This design comes from an exercise in tuning for small area, a short achievable clock period and few clock cycles per item on the open sky130 flow, not from production work. Where RTL was checked, it was by simulation tests only, not by an equivalence proof against the original.

==> inputs of branch willow <==
==> flow/design.v (excerpt) <==
module invsqrt (clk, rst, start, float_in, float_out, ready);
==> flow/config.mk <==
export PLATFORM = sky130hd
export DESIGN_NAME = invsqrt
export DESIGN_NICKNAME = invsqrt
export VERILOG_FILES = /design/flow/design.v
export SDC_FILE = /design/flow/constraint.sdc
export NUM_CORES = 4
export LEC_CHECK = 0
export ABC_AREA = 1
export CAP_MARGIN = 20
export CORE_MARGIN = 2
export CORE_UTILIZATION = 62
export SETUP_SLACK_MARGIN = 2
export SLEW_MARGIN = 20
export SYNTH_HIERARCHICAL = 1
export SYNTH_MINIMUM_KEEP_SIZE = 0
export TNS_END_PERCENT = 0
==> flow/constraint.sdc <==
create_clock -name core_clock -period 11.0 [get_ports {clk}]
set_input_delay 2.2000 -clock core_clock [delete_from_list [all_inputs] [get_ports {clk}]]
set_output_delay 2.2000 -clock core_clock [all_outputs]
set_load 0.01 [all_outputs]
standard.sh (not shown) runs the stock make flow with config.mk's settings and CLKGATE_MAP_FILE= SYNTH_SCRIPT=/design/flow/synth_recipe.tcl, a recipe that flattens the netlist after the stock synthesis.
==> flow/flow/run.sh <==
#!/bin/bash
# The standard layout, with the port buffers made of plain buffers
# (sky130_fd_sc_hd__buf_2) instead of the default delay-cell buffers.
set -euo pipefail
export BUFFER_PORTS_ARGS="-buffer_cell sky130_fd_sc_hd__buf_2"
bash standard.sh > standard_flow.log 2>&1
==> branch delta (differences from branch willow) <==
--- a/flow/design.v
+++ b/flow/design.v
@@ -1202,70 +1202,18 @@
 wire P6_45 = P4_45 & P5_31;
 wire G6_46 = G4_46 | (P4_46 & G5_31);
 wire P6_46 = P4_46 & P5_31;
 wire G6_47 = G4_47 | (P4_47 & G5_31);
 wire P6_47 = P4_47 & P5_31;
-mul_xor ux0 (.a(p0[0]), .b(1'b0), .y(p[0]));
-mul_xor ux1 (.a(p0[1]), .b(g0[0]), .y(p[1]));
-mul_xor ux2 (.a(p0[2]), .b(G1_1), .y(p[2]));
-mul_xor ux3 (.a(p0[3]), .b(G2_2), .y(p[3]));
-mul_xor ux4 (.a(p0[4]), .b(G2_3), .y(p[4]));
-mul_xor ux5 (.a(p0[5]), .b(G3_4), .y(p[5]));
-mul_xor ux6 (.a(p0[6]), .b(G3_5), .y(p[6]));
-mul_xor ux7 (.a(p0[7]), .b(G3_6), .y(p[7]));
-mul_xor ux8 (.a(p0[8]), .b(G3_7), .y(p[8]));
-mul_xor ux9 (.a(p0[9]), .b(G4_8), .y(p[9]));
-mul_xor ux10 (.a(p0[10]), .b(G4_9), .y(p[10]));
-mul_xor ux11 (.a(p0[11]), .b(G4_10), .y(p[11]));
-mul_xor ux12 (.a(p0[12]), .b(G4_11), .y(p[12]));
-mul_xor ux13 (.a(p0[13]), .b(G4_12), .y(p[13]));
-mul_xor ux14 (.a(p0[14]), .b(G4_13), .y(p[14]));
-mul_xor ux15 (.a(p0[15]), .b(G4_14), .y(p[15]));
-mul_xor ux16 (.a(p0[16]), .b(G4_15), .y(p[16]));
-mul_xor ux17 (.a(p0[17]), .b(G5_16), .y(p[17]));
-mul_xor ux18 (.a(p0[18]), .b(G5_17), .y(p[18]));
-mul_xor ux19 (.a(p0[19]), .b(G5_18), .y(p[19]));
-mul_xor ux20 (.a(p0[20]), .b(G5_19), .y(p[20]));
-mul_xor ux21 (.a(p0[21]), .b(G5_20), .y(p[21]));
-mul_xor ux22 (.a(p0[22]), .b(G5_21), .y(p[22]));
-mul_xor ux23 (.a(p0[23]), .b(G5_22), .y(p[23]));
-mul_xor ux24 (.a(p0[24]), .b(G5_23), .y(p[24]));
-mul_xor ux25 (.a(p0[25]), .b(G5_24), .y(p[25]));
-mul_xor ux26 (.a(p0[26]), .b(G5_25), .y(p[26]));
-mul_xor ux27 (.a(p0[27]), .b(G5_26), .y(p[27]));
-mul_xor ux28 (.a(p0[28]), .b(G5_27), .y(p[28]));
-mul_xor ux29 (.a(p0[29]), .b(G5_28), .y(p[29]));
-mul_xor ux30 (.a(p0[30]), .b(G5_29), .y(p[30]));
-mul_xor ux31 (.a(p0[31]), .b(G5_30), .y(p[31]));
-mul_xor ux32 (.a(p0[32]), .b(G5_31), .y(p[32]));
-mul_xor ux33 (.a(p0[33]), .b(G6_32), .y(p[33]));
-mul_xor ux34 (.a(p0[34]), .b(G6_33), .y(p[34]));
-mul_xor ux35 (.a(p0[35]), .b(G6_34), .y(p[35]));
-mul_xor ux36 (.a(p0[36]), .b(G6_35), .y(p[36]));
-mul_xor ux37 (.a(p0[37]), .b(G6_36), .y(p[37]));
-mul_xor ux38 (.a(p0[38]), .b(G6_37), .y(p[38]));
-mul_xor ux39 (.a(p0[39]), .b(G6_38), .y(p[39]));
-mul_xor ux40 (.a(p0[40]), .b(G6_39), .y(p[40]));
-mul_xor ux41 (.a(p0[41]), .b(G6_40), .y(p[41]));
-mul_xor ux42 (.a(p0[42]), .b(G6_41), .y(p[42]));
-mul_xor ux43 (.a(p0[43]), .b(G6_42), .y(p[43]));
-mul_xor ux44 (.a(p0[44]), .b(G6_43), .y(p[44]));
-mul_xor ux45 (.a(p0[45]), .b(G6_44), .y(p[45]));
-mul_xor ux46 (.a(p0[46]), .b(G6_45), .y(p[46]));
-mul_xor ux47 (.a(p0[47]), .b(G6_46), .y(p[47]));
+assign p = p0 ^ {G6_46, G6_45, G6_44, G6_43, G6_42, G6_41, G6_40, G6_39, G6_38, G6_37, G6_36, G6_35, G6_34, G6_33, G6_32, G5_31, G5_30, G5_29, G5_28, G5_27, G5_26, G5_25, G5_24, G5_23, G5_22, G5_21, G5_20, G5_19, G5_18, G5_17, G5_16, G4_15, G4_14, G4_13, G4_12, G4_11, G4_10, G4_9, G4_8, G3_7, G3_6, G3_5, G3_4, G2_3, G2_2, G1_1, g0[0], 1'b0};
 endmodule
 module mul_fa (a, b, c, s, co);
 input wire a, b, c;
 output wire s, co;
 assign s = a ^ b ^ c;
 assign co = (a & b) | (a & c) | (b & c);
 endmodule
-module mul_xor (a, b, y);
-input wire a, b;
-output wire y;
-assign y = a ^ b;
-endmodule
 module mul_ha (a, b, s, co);
 input wire a, b;
 output wire s, co;
 assign s = a ^ b;
 assign co = a & b;
@@ -1281,25 +1229,24 @@
 localparam IDLE = 2'd0,
            S1   = 2'd1,
            S2   = 2'd2,
            DONE = 2'd3;
 reg  [1:0]   state;
-reg  [47:22] R;       
+reg  [24:0]  R;       
 reg  [1:0]   K;       
 reg          wrap1;   
 reg          wrap3;   
 reg          e_ov;    
 wire [31:0] y  = 32'h5f3759df - (float_in >> 1);
 wire [7:0]  ye = y[30:23];
 wire [7:0]  xe = float_in[30:23];
 wire [22:0] xm = float_in[22:0];
 wire in_s1 = (state == S1);
 wire in_s2 = (state == S2);
-wire        Rn    = R[47];
-wire [22:0] Rhi   = Rn ? R[46:24] : R[45:23];
-wire        Rr    = Rn ? R[23] : R[22];
-wire        Rr_sq = R[22];
+wire        Rn  = R[24];
+wire [22:0] Rhi = R[23:1];
+wire        Rr  = R[0];
 function [24:0] sub_1d5;
     input [1:0]  te;
     input [22:0] hi;
     input        r;
     reg   [1:0]  s;
@@ -1323,11 +1270,11 @@
 wire [22:0] a3   = sub[23:1];
 wire        r3   = sub[0];
 wire        ov2  = sub[24];
 wire [23:0] opa = in_s1 ? {1'b1, xm} : {1'b1, y[22:0]};
 wire [23:0] opb = in_s1 ? {1'b1, Rhi} : in_s2 ? {1'b1, a3} : {1'b1, y[22:0]};
-wire        cin = in_s1 ? Rr_sq : in_s2 ? r3 : 1'b0;
+wire        cin = in_s1 ? Rr : in_s2 ? r3 : 1'b0;
 wire [47:0] P;
 booth_mul mul (.a(opa), .b(opb), .cin(cin), .p(P));
 wire        n3  = Rn & ~wrap3;
 wire [22:0] m3  = Rhi + {22'd0, Rr};
 wire [7:0]  oe  = ye + {7'd0, e_ov} - 8'd1 + {7'd0, n3};
@@ -1344,16 +1291,16 @@
     else if (in_s2)
         state <= DONE;
 end
 always @(posedge clk) begin
     if (start || in_s1 || in_s2)
-        R <= P[47:22];
+        R <= {P[47], P[47] ? P[46:24] : P[45:23], (P[47] & ~start) ? P[23] : P[22]};
     if (start)
         K <= {ye[0], 1'b0} + xe[1:0] + 2'd1;
     if (in_s1) begin
         K <= K + {1'b0, Rn};
-        wrap1 <= Rr_sq & (&Rhi);
+        wrap1 <= Rr & (&Rhi);
     end
     if (in_s2) begin
         e_ov <= ov2;
         wrap3 <= r3 & (&a3);
     end
==> flow/run.sh (new file) <==
#!/bin/bash
# synth_recipe.tcl (not shown) runs the flow's synth.tcl, then flattens the netlist and writes it again
# the make line also repeats each setting of config.mk as NAME=value (left out here)
make -C /OpenROAD-flow-scripts/flow DESIGN_CONFIG=/design/flow/config.mk WORK_HOME=/design/flow/orfs CLKGATE_MAP_FILE= SYNTH_SCRIPT=/design/flow/synth_recipe.tcl finish
removed: flow/flow/run.sh
removed: flow/standard.sh
==> results.txt <==
	branch delta	branch willow
Number of ordinary and repair buffers in the finished layout	239	230
Number of cell instances on the worst register-to-register path	39	43
Slew @ Worst Pin	1.07 ns	1.69 ns
Global routing met2 resource utilization	64.1%	65.4%
GR met3 Demand/Resource	14.9%	15.0%
Met1 track demand over resource in global routing	60.7%	61.6%
Initial antenna violation count	1	0
Post-CTS Repair Setup Buffers	61	50
Arr. time, crit path	8.98 ns	9.25 ns
Seq/total area	4.21%	4.58%
Max capacitance violation total	0	1
Required time of the critical path	11.02 ns	11.05 ns
Run status	complete, no violations	finished with violations
Violated checks	-	max-capacitance violations, max-slew violations
Testbench counts of branch delta, summed over its fixed seeds: cycles 12,800, items 3,200.
The RTL of branch willow was laid out without a check of its function.


==> inputs of try-cedar <==
Another version of the RTL of invsqrt (not shown whole).
// invsqrt
module invsqrt (clk, rst, start, float_in, float_out, ready);
==> module invsqrt, before the edit <==
module invsqrt (clk, rst, start, float_in, float_out, ready);
input wire start;
input wire clk;
input wire rst;
input wire [31:0] float_in;
output wire [31:0] float_out;
output wire ready;
localparam IDLE = 2'd0,
           S1   = 2'd1,
           S2   = 2'd2,
           DONE = 2'd3;
reg  [1:0]   state;
reg  [47:22] R;       
reg  [1:0]   K;       
reg          wrap1;   
reg          wrap3;   
reg          e_ov;    
wire [22:0] ym;
wire        y_borrow;
y_guess ysub (.xs(float_in[23:1]), .ym(ym), .borrow(y_borrow));
wire [7:0]  ye = 8'hBE - float_in[31:24] - {7'd0, y_borrow};
wire [31:0] y  = {1'b0, ye, ym};
wire [7:0]  xe = float_in[30:23];
wire [22:0] xm = float_in[22:0];
wire in_s1 = (state == S1);
wire in_s2 = (state == S2);
wire        Rn    = R[47];
wire [22:0] Rhi   = Rn ? R[46:24] : R[45:23];
wire        Rr    = Rn ? R[23] : R[22];
wire        Rr_sq = R[22];
function [24:0] sub_1d5;
    input [1:0]  te;
    input [22:0] hi;
    input        r;
    reg   [1:0]  s;
    reg          ov;
    reg   [25:0] negu, w;
    reg   [3:0]  ds;
    reg   [26:0] m_sub, mo;
    begin
        s = (te == 2'b10) ? 2'd1 : (te == 2'b01) ? 2'd2 : 2'd0;
        negu = (r & (&hi)) ? 26'h3800000 : ({3'b110, ~hi} + {25'd0, ~r});
        ds = (s == 2'd1) ? 4'h6 : (s == 2'd2) ? 4'hC : 4'h3;
        w = {negu[25:22] + ds, negu[21:0]};
        m_sub = (s == 2'd1) ? {w[24:0], 2'b00} : (s == 2'd2) ? {w, 1'b0} : {w[23:0], 3'b000};
        ov = (s == 2'd0) ? (hi[22] & ((|hi[21:0]) | r) & ~(r & (&hi))) :
             (s == 2'd1) ? ((~(|hi) & ~r) | (r & (&hi))) : 1'b1;
        mo = ov ? m_sub : (m_sub << 1);
        sub_1d5 = {ov, mo[25:2]};
    end
endfunction
wire [24:0] sub = sub_1d5(K + {1'b0, Rn & ~wrap1}, Rhi, Rr);
wire [22:0] a3   = sub[23:1];
wire        r3   = sub[0];
wire        ov2  = sub[24];
wire [23:0] opa = in_s1 ? {1'b1, xm} : {1'b1, y[22:0]};
wire [23:0] opb = in_s1 ? {1'b1, Rhi} : in_s2 ? {1'b1, a3} : {1'b1, y[22:0]};
wire        cin = in_s1 ? Rr_sq : in_s2 ? r3 : 1'b0;
wire [47:0] P;
booth_mul mul (.a(opa), .b(opb), .cin(cin), .p(P));
wire        n3  = Rn & ~wrap3;
wire [22:0] m3  = Rhi + {22'd0, Rr};
wire [7:0]  oe  = ye + {7'd0, e_ov} - 8'd1 + {7'd0, n3};
wire error = (float_in == 32'b0) || (float_in[30:23] == 8'hFF) || float_in[31];
assign float_out = error ? 32'h7FFFFFFF : {1'b0, oe, m3};
assign ready = (state == DONE);
always @(posedge clk) begin
    if (rst)
        state <= IDLE;
    else if (start)
        state <= S1;
    else if (in_s1)
        state <= S2;
    else if (in_s2)
        state <= DONE;
end
always @(posedge clk) begin
    if (start || in_s1 || in_s2)
        R <= P[47:22];
    if (start)
        K <= {ye[0], 1'b0} + xe[1:0] + 2'd1;
    if (in_s1) begin
        K <= K + {1'b0, Rn};
        wrap1 <= Rr_sq & (&Rhi);
    end
    if (in_s2) begin
        e_ov <= ov2;
        wrap3 <= r3 & (&a3);
    end
end
endmodule
clock: 11.0 ns
lec_check: 0
abc_area: 1
cap_margin: 20
core_margin: 2
core_utilization: 62
setup_slack_margin: 2.5
slew_margin: 20
synth_hierarchical: 1
synth_minimum_keep_size: 0
tns_end_percent: 0
==> flow/flow/run.sh <==
#!/bin/bash
# The standard layout, with the port buffers made of plain buffers
# (sky130_fd_sc_hd__buf_2) instead of the default delay-cell buffers.
set -euo pipefail
export BUFFER_PORTS_ARGS="-buffer_cell sky130_fd_sc_hd__buf_2"
bash standard.sh > standard_flow.log 2>&1
==> try-raven (differences from try-cedar) <==
--- a/flow/design.v
+++ b/flow/design.v
@@ -1,141 +1,7 @@
 `timescale 1ns / 1ps
-module y_guess (xs, ym, borrow);
-input  wire [22:0] xs;    
-output wire [22:0] ym;
-output wire        borrow;
-wire g1_1 = ~xs[0] | (xs[0] & 1'b1);
-wire p1_1 = xs[0] & 1'b0;
-wire g1_3 = ~xs[2] | (xs[2] & ~xs[1]);
-wire p1_3 = xs[2] & xs[1];
-wire g1_5 = ~xs[4] | (xs[4] & ~xs[3]);
-wire p1_5 = xs[4] & xs[3];
-wire g1_7 = ~xs[6] | (xs[6] & 1'b0);
-wire p1_7 = xs[6] & ~xs[5];
-wire g1_9 = ~xs[8] | (xs[8] & ~xs[7]);
-wire p1_9 = xs[8] & xs[7];
-wire g1_11 = 1'b0 | (~xs[10] & 1'b0);
-wire p1_11 = ~xs[10] & ~xs[9];
-wire g1_13 = ~xs[12] | (xs[12] & ~xs[11]);
-wire p1_13 = xs[12] & xs[11];
-wire g1_15 = ~xs[14] | (xs[14] & 1'b0);
-wire p1_15 = xs[14] & ~xs[13];
-wire g1_17 = ~xs[16] | (xs[16] & 1'b0);
-wire p1_17 = xs[16] & ~xs[15];
-wire g1_19 = ~xs[18] | (xs[18] & ~xs[17]);
-wire p1_19 = xs[18] & xs[17];
-wire g1_21 = ~xs[20] | (xs[20] & 1'b0);
-wire p1_21 = xs[20] & ~xs[19];
-wire g1_23 = 1'b0 | (~xs[22] & ~xs[21]);
-wire p1_23 = ~xs[22] & xs[21];
-wire g2_2 = ~xs[1] | (xs[1] & g1_1);
-wire p2_2 = xs[1] & p1_1;
-wire g2_3 = g1_3 | (p1_3 & g1_1);
-wire p2_3 = p1_3 & p1_1;
-wire g2_6 = 1'b0 | (~xs[5] & g1_5);
-wire p2_6 = ~xs[5] & p1_5;
-wire g2_7 = g1_7 | (p1_7 & g1_5);
-wire p2_7 = p1_7 & p1_5;
-wire g2_10 = 1'b0 | (~xs[9] & g1_9);
-wire p2_10 = ~xs[9] & p1_9;
-wire g2_11 = g1_11 | (p1_11 & g1_9);
-wire p2_11 = p1_11 & p1_9;
-wire g2_14 = 1'b0 | (~xs[13] & g1_13);
-wire p2_14 = ~xs[13] & p1_13;
-wire g2_15 = g1_15 | (p1_15 & g1_13);
-wire p2_15 = p1_15 & p1_13;
-wire g2_18 = ~xs[17] | (xs[17] & g1_17);
-wire p2_18 = xs[17] & p1_17;
-wire g2_19 = g1_19 | (p1_19 & g1_17);
-wire p2_19 = p1_19 & p1_17;
-wire g2_22 = ~xs[21] | (xs[21] & g1_21);
-wire p2_22 = xs[21] & p1_21;
-wire g2_23 = g1_23 | (p1_23 & g1_21);
-wire p2_23 = p1_23 & p1_21;
-wire g3_4 = ~xs[3] | (xs[3] & g2_3);
-wire p3_4 = xs[3] & p2_3;
-wire g3_5 = g1_5 | (p1_5 & g2_3);
-wire p3_5 = p1_5 & p2_3;
-wire g3_6 = g2_6 | (p2_6 & g2_3);
-wire p3_6 = p2_6 & p2_3;
-wire g3_7 = g2_7 | (p2_7 & g2_3);
-wire p3_7 = p2_7 & p2_3;
-wire g3_12 = ~xs[11] | (xs[11] & g2_11);
-wire p3_12 = xs[11] & p2_11;
-wire g3_13 = g1_13 | (p1_13 & g2_11);
-wire p3_13 = p1_13 & p2_11;
-wire g3_14 = g2_14 | (p2_14 & g2_11);
-wire p3_14 = p2_14 & p2_11;
-wire g3_15 = g2_15 | (p2_15 & g2_11);
-wire p3_15 = p2_15 & p2_11;
-wire g3_20 = 1'b0 | (~xs[19] & g2_19);
-wire p3_20 = ~xs[19] & p2_19;
-wire g3_21 = g1_21 | (p1_21 & g2_19);
-wire p3_21 = p1_21 & p2_19;
-wire g3_22 = g2_22 | (p2_22 & g2_19);
-wire p3_22 = p2_22 & p2_19;
-wire g3_23 = g2_23 | (p2_23 & g2_19);
-wire p3_23 = p2_23 & p2_19;
-wire g4_8 = ~xs[7] | (xs[7] & g3_7);
-wire p4_8 = xs[7] & p3_7;
-wire g4_9 = g1_9 | (p1_9 & g3_7);
-wire p4_9 = p1_9 & p3_7;
-wire g4_10 = g2_10 | (p2_10 & g3_7);
-wire p4_10 = p2_10 & p3_7;
-wire g4_11 = g2_11 | (p2_11 & g3_7);
-wire p4_11 = p2_11 & p3_7;
-wire g4_12 = g3_12 | (p3_12 & g3_7);
-wire p4_12 = p3_12 & p3_7;
-wire g4_13 = g3_13 | (p3_13 & g3_7);
-wire p4_13 = p3_13 & p3_7;
-wire g4_14 = g3_14 | (p3_14 & g3_7);
-wire p4_14 = p3_14 & p3_7;
-wire g4_15 = g3_15 | (p3_15 & g3_7);
-wire p4_15 = p3_15 & p3_7;
-wire g5_16 = 1'b0 | (~xs[15] & g4_15);
-wire p5_16 = ~xs[15] & p4_15;
-wire g5_17 = g1_17 | (p1_17 & g4_15);
-wire p5_17 = p1_17 & p4_15;
-wire g5_18 = g2_18 | (p2_18 & g4_15);
-wire p5_18 = p2_18 & p4_15;
-wire g5_19 = g2_19 | (p2_19 & g4_15);
-wire p5_19 = p2_19 & p4_15;
-wire g5_20 = g3_20 | (p3_20 & g4_15);
-wire p5_20 = p3_20 & p4_15;
-wire g5_21 = g3_21 | (p3_21 & g4_15);
-wire p5_21 = p3_21 & p4_15;
-wire g5_22 = g3_22 | (p3_22 & g4_15);
-wire p5_22 = p3_22 & p4_15;
-wire g5_23 = g3_23 | (p3_23 & g4_15);
-wire p5_23 = p3_23 & p4_15;
-assign ym[0] = xs[0] ^ 1'b1;
-assign ym[1] = xs[1] ^ g1_1;
-assign ym[2] = xs[2] ^ g2_2;
-assign ym[3] = xs[3] ^ g2_3;
-assign ym[4] = xs[4] ^ g3_4;
-assign ym[5] = ~xs[5] ^ g3_5;
-assign ym[6] = xs[6] ^ g3_6;
-assign ym[7] = xs[7] ^ g3_7;
-assign ym[8] = xs[8] ^ g4_8;
-assign ym[9] = ~xs[9] ^ g4_9;
-assign ym[10] = ~xs[10] ^ g4_10;
-assign ym[11] = xs[11] ^ g4_11;
-assign ym[12] = xs[12] ^ g4_12;
-assign ym[13] = ~xs[13] ^ g4_13;
-assign ym[14] = xs[14] ^ g4_14;
-assign ym[15] = ~xs[15] ^ g4_15;
-assign ym[16] = xs[16] ^ g5_16;
-assign ym[17] = xs[17] ^ g5_17;
-assign ym[18] = xs[18] ^ g5_18;
-assign ym[19] = ~xs[19] ^ g5_19;
-assign ym[20] = xs[20] ^ g5_20;
-assign ym[21] = xs[21] ^ g5_21;
-assign ym[22] = ~xs[22] ^ g5_22;
-assign borrow = ~g5_23;
-endmodule
-`timescale 1ns / 1ps
 module booth_mul (a, b, cin, p);
 input  wire [23:0] a;
 input  wire [23:0] b;
 input  wire        cin;
 output wire [47:0] p;
 wire one0 = b[0] ^ cin;
@@ -1362,58 +1228,51 @@
 output wire ready;
 localparam IDLE = 2'd0,
            S1   = 2'd1,
            S2   = 2'd2,
            DONE = 2'd3;
 reg  [1:0]   state;
-reg  [47:22] R;       
+reg  [24:0]  R;       
 reg  [1:0]   K;       
 reg          wrap1;   
 reg          wrap3;   
 reg          e_ov;    
-wire [22:0] ym;
-wire        y_borrow;
-y_guess ysub (.xs(float_in[23:1]), .ym(ym), .borrow(y_borrow));
-wire [7:0]  ye = 8'hBE - float_in[31:24] - {7'd0, y_borrow};
-wire [31:0] y  = {1'b0, ye, ym};
+wire [31:0] y  = 32'h5f3759df - (float_in >> 1);
+wire [7:0]  ye = y[30:23];
 wire [7:0]  xe = float_in[30:23];
 wire [22:0] xm = float_in[22:0];
 wire in_s1 = (state == S1);
 wire in_s2 = (state == S2);
-wire        Rn    = R[47];
-wire [22:0] Rhi   = Rn ? R[46:24] : R[45:23];
-wire        Rr    = Rn ? R[23] : R[22];
-wire        Rr_sq = R[22];
+wire        Rn  = R[24];
+wire [22:0] Rhi = R[23:1];
+wire        Rr  = R[0];
 function [24:0] sub_1d5;
     input [1:0]  te;
     input [22:0] hi;
     input        r;
     reg   [1:0]  s;
-    reg          ov;
     reg   [25:0] negu, w;
     reg   [3:0]  ds;
     reg   [26:0] m_sub, mo;
     begin
         s = (te == 2'b10) ? 2'd1 : (te == 2'b01) ? 2'd2 : 2'd0;
         negu = (r & (&hi)) ? 26'h3800000 : ({3'b110, ~hi} + {25'd0, ~r});
         ds = (s == 2'd1) ? 4'h6 : (s == 2'd2) ? 4'hC : 4'h3;
         w = {negu[25:22] + ds, negu[21:0]};
         m_sub = (s == 2'd1) ? {w[24:0], 2'b00} : (s == 2'd2) ? {w, 1'b0} : {w[23:0], 3'b000};
-        ov = (s == 2'd0) ? (hi[22] & ((|hi[21:0]) | r) & ~(r & (&hi))) :
-             (s == 2'd1) ? ((~(|hi) & ~r) | (r & (&hi))) : 1'b1;
-        mo = ov ? m_sub : (m_sub << 1);
-        sub_1d5 = {ov, mo[25:2]};
+        mo = m_sub[26] ? m_sub : (m_sub << 1);
+        sub_1d5 = {m_sub[26], mo[25:2]};
     end
 endfunction
 wire [24:0] sub = sub_1d5(K + {1'b0, Rn & ~wrap1}, Rhi, Rr);
 wire [22:0] a3   = sub[23:1];
 wire        r3   = sub[0];
 wire        ov2  = sub[24];
 wire [23:0] opa = in_s1 ? {1'b1, xm} : {1'b1, y[22:0]};
 wire [23:0] opb = in_s1 ? {1'b1, Rhi} : in_s2 ? {1'b1, a3} : {1'b1, y[22:0]};
-wire        cin = in_s1 ? Rr_sq : in_s2 ? r3 : 1'b0;
+wire        cin = in_s1 ? Rr : in_s2 ? r3 : 1'b0;
 wire [47:0] P;
 booth_mul mul (.a(opa), .b(opb), .cin(cin), .p(P));
 wire        n3  = Rn & ~wrap3;
 wire [22:0] m3  = Rhi + {22'd0, Rr};
 wire [7:0]  oe  = ye + {7'd0, e_ov} - 8'd1 + {7'd0, n3};
 wire error = (float_in == 32'b0) || (float_in[30:23] == 8'hFF) || float_in[31];
@@ -1428,18 +1287,18 @@
         state <= S2;
     else if (in_s2)
         state <= DONE;
 end
 always @(posedge clk) begin
     if (start || in_s1 || in_s2)
-        R <= P[47:22];
+        R <= {P[47], P[47] ? P[46:24] : P[45:23], (P[47] & ~start) ? P[23] : P[22]};
     if (start)
         K <= {ye[0], 1'b0} + xe[1:0] + 2'd1;
     if (in_s1) begin
         K <= K + {1'b0, Rn};
-        wrap1 <= Rr_sq & (&Rhi);
+        wrap1 <= Rr & (&Rhi);
     end
     if (in_s2) begin
         e_ov <= ov2;
         wrap3 <= r3 & (&a3);
     end
 end
==> flow/run.sh (new file) <==
#!/bin/bash
# synth_recipe.tcl (not shown) runs the flow's synth.tcl, then flattens the netlist and writes it again
# the make line also repeats each setting of config.mk as NAME=value (left out here)
make -C /OpenROAD-flow-scripts/flow DESIGN_CONFIG=/design/flow/config.mk WORK_HOME=/design/flow/orfs CLKGATE_MAP_FILE= SYNTH_SCRIPT=/design/flow/synth_recipe.tcl finish
- CORE_UTILIZATION: 62 -> 55
- SETUP_SLACK_MARGIN: 2.5 -> 3
removed: flow/flow/run.sh
removed: flow/standard.sh
==> try-maple (differences from try-cedar) <==
--- a/flow/design.v
+++ b/flow/design.v
@@ -1367,12 +1367,13 @@
 reg  [1:0]   state;
 reg  [47:22] R;       
 reg  [1:0]   K;       
 reg          wrap1;   
 reg          wrap3;   
 reg          e_ov;    
+reg          n_s2;    
 wire [22:0] ym;
 wire        y_borrow;
 y_guess ysub (.xs(float_in[23:1]), .ym(ym), .borrow(y_borrow));
 wire [7:0]  ye = 8'hBE - float_in[31:24] - {7'd0, y_borrow};
 wire [31:0] y  = {1'b0, ye, ym};
 wire [7:0]  xe = float_in[30:23];
@@ -1401,13 +1402,15 @@
         ov = (s == 2'd0) ? (hi[22] & ((|hi[21:0]) | r) & ~(r & (&hi))) :
              (s == 2'd1) ? ((~(|hi) & ~r) | (r & (&hi))) : 1'b1;
         mo = ov ? m_sub : (m_sub << 1);
         sub_1d5 = {ov, mo[25:2]};
     end
 endfunction
-wire [24:0] sub = sub_1d5(K + {1'b0, Rn & ~wrap1}, Rhi, Rr);
+wire [22:0] Rhi2 = n_s2 ? R[46:24] : R[45:23];
+wire        Rr2  = n_s2 ? R[23] : R[22];
+wire [24:0] sub = sub_1d5(K + {1'b0, n_s2 & ~wrap1}, Rhi2, Rr2);
 wire [22:0] a3   = sub[23:1];
 wire        r3   = sub[0];
 wire        ov2  = sub[24];
 wire [23:0] opa = in_s1 ? {1'b1, xm} : {1'b1, y[22:0]};
 wire [23:0] opb = in_s1 ? {1'b1, Rhi} : in_s2 ? {1'b1, a3} : {1'b1, y[22:0]};
 wire        cin = in_s1 ? Rr_sq : in_s2 ? r3 : 1'b0;
@@ -1432,12 +1435,13 @@
 always @(posedge clk) begin
     if (start || in_s1 || in_s2)
         R <= P[47:22];
     if (start)
         K <= {ye[0], 1'b0} + xe[1:0] + 2'd1;
     if (in_s1) begin
+        n_s2 <= P[47];
         K <= K + {1'b0, Rn};
         wrap1 <= Rr_sq & (&Rhi);
     end
     if (in_s2) begin
         e_ov <= ov2;
         wrap3 <= r3 & (&a3);
==> comparison <==
try-maple passed the timing, design-rule and antenna checks. try-raven produced a clean layout. try-cedar went through all stages and came out clean.
The highest sequential share of layout area belongs to try-maple, the lowest to try-raven.
In try-maple the synthesized cell count is larger than in try-cedar, by 3.8%.
Between try-maple and try-raven, the lower worst hold slack is in try-raven (gap 0.016 ns).
Clock-buffer cell count is the same in try-cedar and try-raven.
==> figures <==
                                                                               try-raven              try-maple              try-cedar
Max Freq                                                                       0.110 GHz              0.115 GHz              0.115 GHz
Cell type of the slowest stage on the worst timing path            sky130_fd_sc_hd__fa_2  sky130_fd_sc_hd__fa_2  sky130_fd_sc_hd__fa_1
Post-layout util                                                                   0.704                  0.709                  0.714
Detailed Place HPWL                                                       51,500 microns         55,000 microns         55,500 microns
Routed length on met1                                                     28,600 microns         28,300 microns         26,500 microns
Non-clock inverter count                                                             238                    294                    266
Number of antenna violations at the first check in global routing                      0                      6                      1
Worst Setup Slack, final                                                         1.95 ns                2.34 ns                2.28 ns
Result of the run                                       no timing/DRC/antenna violations  no timing/DRC/antenna violations  no timing/DRC/antenna violations
Testbench counts of try-raven, summed over its fixed seeds: cycles 12,800, items 3,200.
For try-cedar and try-maple, only the layout was checked, not whether the RTL still works.

separate check: timing with driven ports:
No port has a modelled driver above. Below, the same layouts with a new extraction and two added sets of constraints. Step 1 sets driving cells, clkbuf_16 on the clock port and buf_2 on the other inputs (assumed; they add their load-dependent delay and slew). Step 2 adds t to the input delays and takes it off the output delays; t is the mean of the earliest and latest rising clock arrival at the registers after step 1. Input paths then give back, and output paths get back, about the clock's delay inside the block. a / b / c = no drivers / after step 1 / after step 2; a / b = the first two.
| run | t (ns) | setup WS [ns] | hold slack, ns | worst setup path at the end |
|---|---|---|---|---|
| branch willow | 0.333 | 1.801 / 1.802 / 1.469 | 0.531 / 0.531 / 0.531 | input to register |
| branch delta | 0.330 | 2.049 / 2.065 / 1.735 | 0.531 / 0.531 / 0.531 | input to register |
| try-cedar | 0.363 | 2.285 / 2.285 / 1.921 | 0.538 / 0.538 / 0.538 | input to register |
| try-raven | 0.328 | 1.946 / 1.946 / 1.798 | 0.525 / 0.526 / 0.526 | input to register |
| try-maple | 0.350 | 2.335 / 2.309 / 1.959 | 0.542 / 0.542 / 0.542 | input to register |
For try-maple, which loses most, drivers alone change the setup slack by -0.026 ns; drivers and shift together by -0.376 ns.
